This is an optimization exercise on Yosys and OpenROAD, whose aim is small area and a short achievable clock period, not a production implementation. No functional check of the RTL was part of any run shown here.

## flow/design.v (module list and top-level ports; edited modules follow where they fit)
// module rot8: 209 lines
// module rot9: 209 lines
// module rot10: 209 lines
// module rot11: 209 lines
// module rot12: 209 lines
// module rot13: 209 lines
// module rot14: 207 lines
// module rot0: 209 lines
// module rot1: 209 lines
// module rot2: 209 lines
// module rot3: 209 lines
// module rot4: 209 lines
// module rot5: 209 lines
// module rot6: 209 lines
// module rot7: 209 lines
// module cordic: 69 lines
module cordic (
    input  wire                     clk,
    input  wire                     rst,
    input  wire                     valid_i,
    input  wire signed [16:0] x_i,
    input  wire signed [16:0] y_i,
    output wire                     valid_o,
    output wire signed [16:0] x_o,
    output wire signed [16:0] y_o
    );
  // ...
==> flow/flow/run.sh <==
#!/bin/bash
# The standard layout (standard.sh: ORFS from synthesis to the final layout), with one change:
# ADDER_MAP_FILE is empty, so ORFS's synthesis skips Yosys's full/half adder extraction and abc maps
# the adders' logic like the rest. Everything else, including the registers, is the standard flow.
set -euo pipefail
cd "$(dirname "$0")/.."
export ADDER_MAP_FILE=
bash standard.sh > standard.log 2>&1
==> flow/standard.sh <==
#!/bin/bash
# synth_recipe.tcl (not shown) runs the flow's synth.tcl, then flattens the netlist and writes it again
# the make line also repeats each setting of config.mk as NAME=value (left out here)
make -C /OpenROAD-flow-scripts/flow DESIGN_CONFIG=/design/flow/config.mk WORK_HOME=/design/flow/orfs CLKGATE_MAP_FILE= SYNTH_SCRIPT=/design/flow/synth_recipe.tcl "${@:-finish}"
==> flow/config.mk <==
export PLATFORM = sky130hd
export DESIGN_NAME = cordic
export DESIGN_NICKNAME = cordic
export VERILOG_FILES = /design/flow/design.v
export SDC_FILE = /design/flow/constraint.sdc
export NUM_CORES = 4
export LEC_CHECK = 0
export ABC_AREA = 1
export CAP_MARGIN = 20
export CORE_MARGIN = 2
export CORE_UTILIZATION = 40
export CTS_CLUSTER_DIAMETER = 120
export CTS_CLUSTER_SIZE = 20
export SETUP_SLACK_MARGIN = 2.0
export SLEW_MARGIN = 20
export SYNTH_HIERARCHICAL = 0
==> flow/constraint.sdc <==
create_clock -name core_clock -period 4.6 [get_ports {clk}]
set_input_delay 0.9200 -clock core_clock [delete_from_list [all_inputs] [get_ports {clk}]]
set_output_delay 0.9200 -clock core_clock [all_outputs]
set_load 0.01 [all_outputs]
==> results_dict.tcl, run 1 <==
set metrics [dict create \
    outcome "finished clean" \
    mostFrequentLayoutCell "nand2_1" \
    finalHoldViolations 0 \
    n_all_buffers 105 \
    multi_input_cells 4433 \
    sh_seq_area 0.282 \
    drv_slew 0 \
    layout.cells.non_filler 7332 \
    rsz0062_at_grt "yes" \
    synthTopCellsByArea "dfxtp_1 31%, nand2_1 24%, inv_1 8.7%" \
    max_slew_margin 0.611 \
    route.detailed.drc 0 \
    reg2reg_depth 19 \
    synth_top_family_by_area "simple AND/OR/NAND/NOR gates" \
    min_to "vp[9]" \
    numPortBuffers 71 \
    area_growth_pct 8.73 \
    vias_per_cell 4.52 \
    seq_cells 574 \
    start_util 0.403 \
    synth-xor-area-share 0.128 \
    syn_inst 6001 \
    regToRegStartpoint "u4.dn" \
    grt_start_max_net_pins 32 \
    die_w_um 310 \
    whs_ns 0.403 \
    path_cells "clkdlybuf4s50_1 > inv_1 > nand2_1 > nor2_2 > nand2_1 > nor2_1 > nand2_2 > nor2_4 > nand2_2 > nor2_4 > nand2_2 > nor2_4 > nand2_2 > nor2_2 > nor2_1 > a21oi_1 > xnor2_1" \
    worstPathArrival_ns 2.98 \
    synth_compound_area_frac 0.0505 \
]
==> run 2: changes to the inputs <==
--- a/flow/config.mk
+++ b/flow/config.mk
@@ -15,2 +15,2 @@
 export SLEW_MARGIN = 20
-export SYNTH_HIERARCHICAL = 0
+export SYNTH_HIERARCHICAL = 1
==> results_dict.tcl, run 2 <==
set metrics [dict create \
    outcome "finished clean" \
    worstPathArrival_ns 1.49 \
    synth_top_area_frac 0.291 \
    vias_per_cell 4.45 \
    crit_start "u14.xn[7]" \
    synth_area_leader_cell "dfxtp_1" \
    min_path_type "reg -> reg" \
    most-common-layout-cells "2285 x nand2_1, 815 x inv_1, 561 x dfxtp_1" \
    io_pins 72 \
    grt_use_total 0.169 \
    setup-violations-final 0 \
    core_mm2 0.0981 \
    clkSlewWorstSetupHoldPaths_ns 0.09 \
    vias 33300 \
    grt_pass1_vias 30300 \
    placed_area_mm2 0.0409 \
    grt_pass1_wl_um 144000 \
    crit_family "buffers and inverters" \
    synthTopCellsByArea "dfxtp_1 29%, nand2_1 22%, inv_1 7.8%" \
    dieArea_mm2 0.101 \
    die_w_um 318 \
    placedCellCount 7434 \
    max_slew_margin 0.501 \
    wl_um 85900 \
    yosysMostFrequentCell "nand2_1" \
    maxCapViolations 0 \
    layout.cells.non_filler 7480 \
    async_flop_share 0 \
    numCtsBuffers 34 \
    stdcell_area_mm2 0.0421 \
    synth.avg_cell_area_um2 6.43 \
    hold_start "vp[9]" \
    mostFrequentLayoutCell "nand2_1" \
    synth_cell_types 66 \
    grt_overflow 0 \
    synth_enable_flop_cells 0 \
    start_util 0.402 \
    route.detailed.drc 0 \
    cp_slowest_cell "clkdlybuf4s50_1" \
    antenna_found_initial 0 \
    drv_slew 0 \
    numPortBuffers 71 \
    cts_tree "done" \
    crit_fanout 1 \
    multi_input_area_mm2 0.0236 \
    end_kind "output pin" \
    regToRegStartpoint "u5.dn" \
    area_growth_pct 6.69 \
    rsz0062_at_grt "yes" \
    nets 6229 \
    min_period_ns 2.41 \
    drt-initial-drc-count 1659 \
    cts_buffer_depth 3 \
    utilization 0.429 \
    ant_nets 0 \
    dp_hpwl_um 70500 \
    finClkSkew_ns 0.0439 \
    synthFlopType "dfxtp_1" \
    reg2reg_depth 21 \
    finalHoldViolations 0 \
    regToRegSetupSlack_ns 2.23 \
    fmax_mhz 415 \
    drt_pass1_iterations 6 \
    path_cells "clkdlybuf4s50_1" \
    post-route-period-util 0.524 \
    crit_cells 1 \
    crit_type "reg -> out" \
    cts_sinks 574 \
    fill_cells 10300 \
    die_y_um 318 \
    rows 115 \
    drive_above_1_share 0.126 \
    wl_per_cell_um 11.5 \
    syn_inst 6142 \
    required_ns 3.68 \
    syn_area_mm2 0.0395 \
    cts_root_buffer "clkbuf_16" \
    clk-insertion-delay-late_ns 0.59 \
    grt_start_max_net_pins 34 \
    globalplace.congestion 0.846 \
    max_stage_delay_ns 0.57 \
    worstMarginPinSlew_ns 0.742 \
    path_buf_inv 1 \
    hold_buffers 0 \
    crit_path_start_kind "flop" \
    seqCellArea_mm2 0.0115 \
    yosys_warnings 22 \
    synth_seq_area_share 0.291 \
    post_synth_most_frequent_cells "2292 x nand2_1, 815 x inv_1, 574 x dfxtp_1, 420 x nand3_1, 333 x nor2_1" \
    cts_max_level 2 \
    diodes 0 \
    fin_tns_setup_ns 0 \
    syn_nets 6179 \
    r2r-end "u6.dn" \
    worstSetupEndpoint "x_o[7]" \
    synth-seq-cells 574 \
]
-- run 2: cell types whose count changed in the layout (fill, tap and decap cells not counted), sizes merged, moves of 5 or more --
cell / change
nand3: +81
nand2: +54
xnor2: -30
a21o: +17
o21ai: +17
buf: -15
or2: +15
nand4: -10
xor2: -9
a21oi: +5
-- run 2: layout make-up --
class,instances,area share
multi-input combinational,4562,0.560
sequential,574,0.274
inverter,931,0.0844
tap,1287,0.0382
timing repair buffer,89,0.0225
clock buffer,35,0.0203
clock inverter,2,0.000565
-- run 2: routing by layer --
layer / share of wire / global-route usage / wire, um
met1: 0.51 / 0.234 / 43500
met2: 0.44 / 0.282 / 37900
met3: 0.034 / 0.0204 / 2960
met4: 0.017 / 0.0345 / 1500
met5: 0 / 0 / 0
-- run 2: worst min path at each step --
stage          slack (ns)  cells after the start     end
2_1_floorplan        0.39                      2  vp[10]
3_3_place_gp         0.39                      2  vp[12]
3_5_place_dp         0.39                      2  vp[10]
4_1_cts              0.40                      2  vp[10]
5_1_grt              0.42                      2   vp[9]
6_report             0.40                      2  vp[10]
-- run 2: kinds of logic (layout without fill, tap and decap cells) --
kind of cell	Yosys count	in the layout	synth area share
compound gates	352	352	0.0594
flops	574	574	0.291
simple gates	3712	3712	0.421
xor+xnor	498	498	0.115
buf+inv	1006	1057	0.113
-- run 2: timing repair --
action                                  4_1_cts  5_1_grt
cloned                                        0        2
endpoints found under the setup margin       59       59
buffers inserted                              0        7
gates resized for setup                      14       50
-- run 2: modules after synthesis (local to each module, per instance) --
| module | cell area, um2 | cells | copies in the design |
|---|---|---|---|
| rot2 | 2740 | 427 | 1 |
| rot1 | 2700 | 418 | 1 |
| rot3 | 2670 | 424 | 1 |
| rot4 | 2600 | 423 | 1 |
| rot5 | 2590 | 404 | 1 |
| rot8 | 2510 | 404 | 1 |
| rot9 | 2510 | 387 | 1 |
| rot10 | 2510 | 382 | 1 |
| rot7 | 2490 | 398 | 1 |
| rot6 | 2470 | 410 | 1 |
| rot12 | 2430 | 367 | 1 |
| rot0 | 2390 | 393 | 1 |
| rot11 | 2380 | 375 | 1 |
| rot13 | 2310 | 349 | 1 |
| rot14 | 2140 | 312 | 1 |
| cordic | 2030 | 269 | 1 |
-- run 2: stage by stage --
step | hold WS, ns | setup WS [ns]
2_1_floorplan | 0.388 | 2.65
3_3_place_gp | 0.390 | 1.62
3_5_place_dp | 0.393 | 1.66
4_1_cts | 0.405 | 2.00
5_1_grt | 0.416 | 1.91
6_report | 0.403 | 2.19

[static timing again, ports no longer ideal]
The flow's constraints put no driver on any port. The routed layouts listed below were extracted and timed again, unchanged, in two steps. Step 1, drivers: a clkbuf_16 drives clk and a buf_2 each remaining input, both assumed. Step 2, shift: input delay + t, output delay - t, t = (earliest + latest rising clock arrival at the registers) / 2. This alone moves slack from input paths to output paths. a / b / c = ideal / step 1 / step 2; a / b = the first two.
run	t (ns)	setup slack, ns	worst setup path at the end
run 1	0.658	2.140 / 2.105 / 1.525	input to register
run 2	0.631	2.189 / 2.127 / 2.146	input to register
After both steps every run listed still meets setup and hold. For run 1, which loses most, drivers alone change the setup slack by -0.035 ns; drivers and shift together by -0.615 ns.
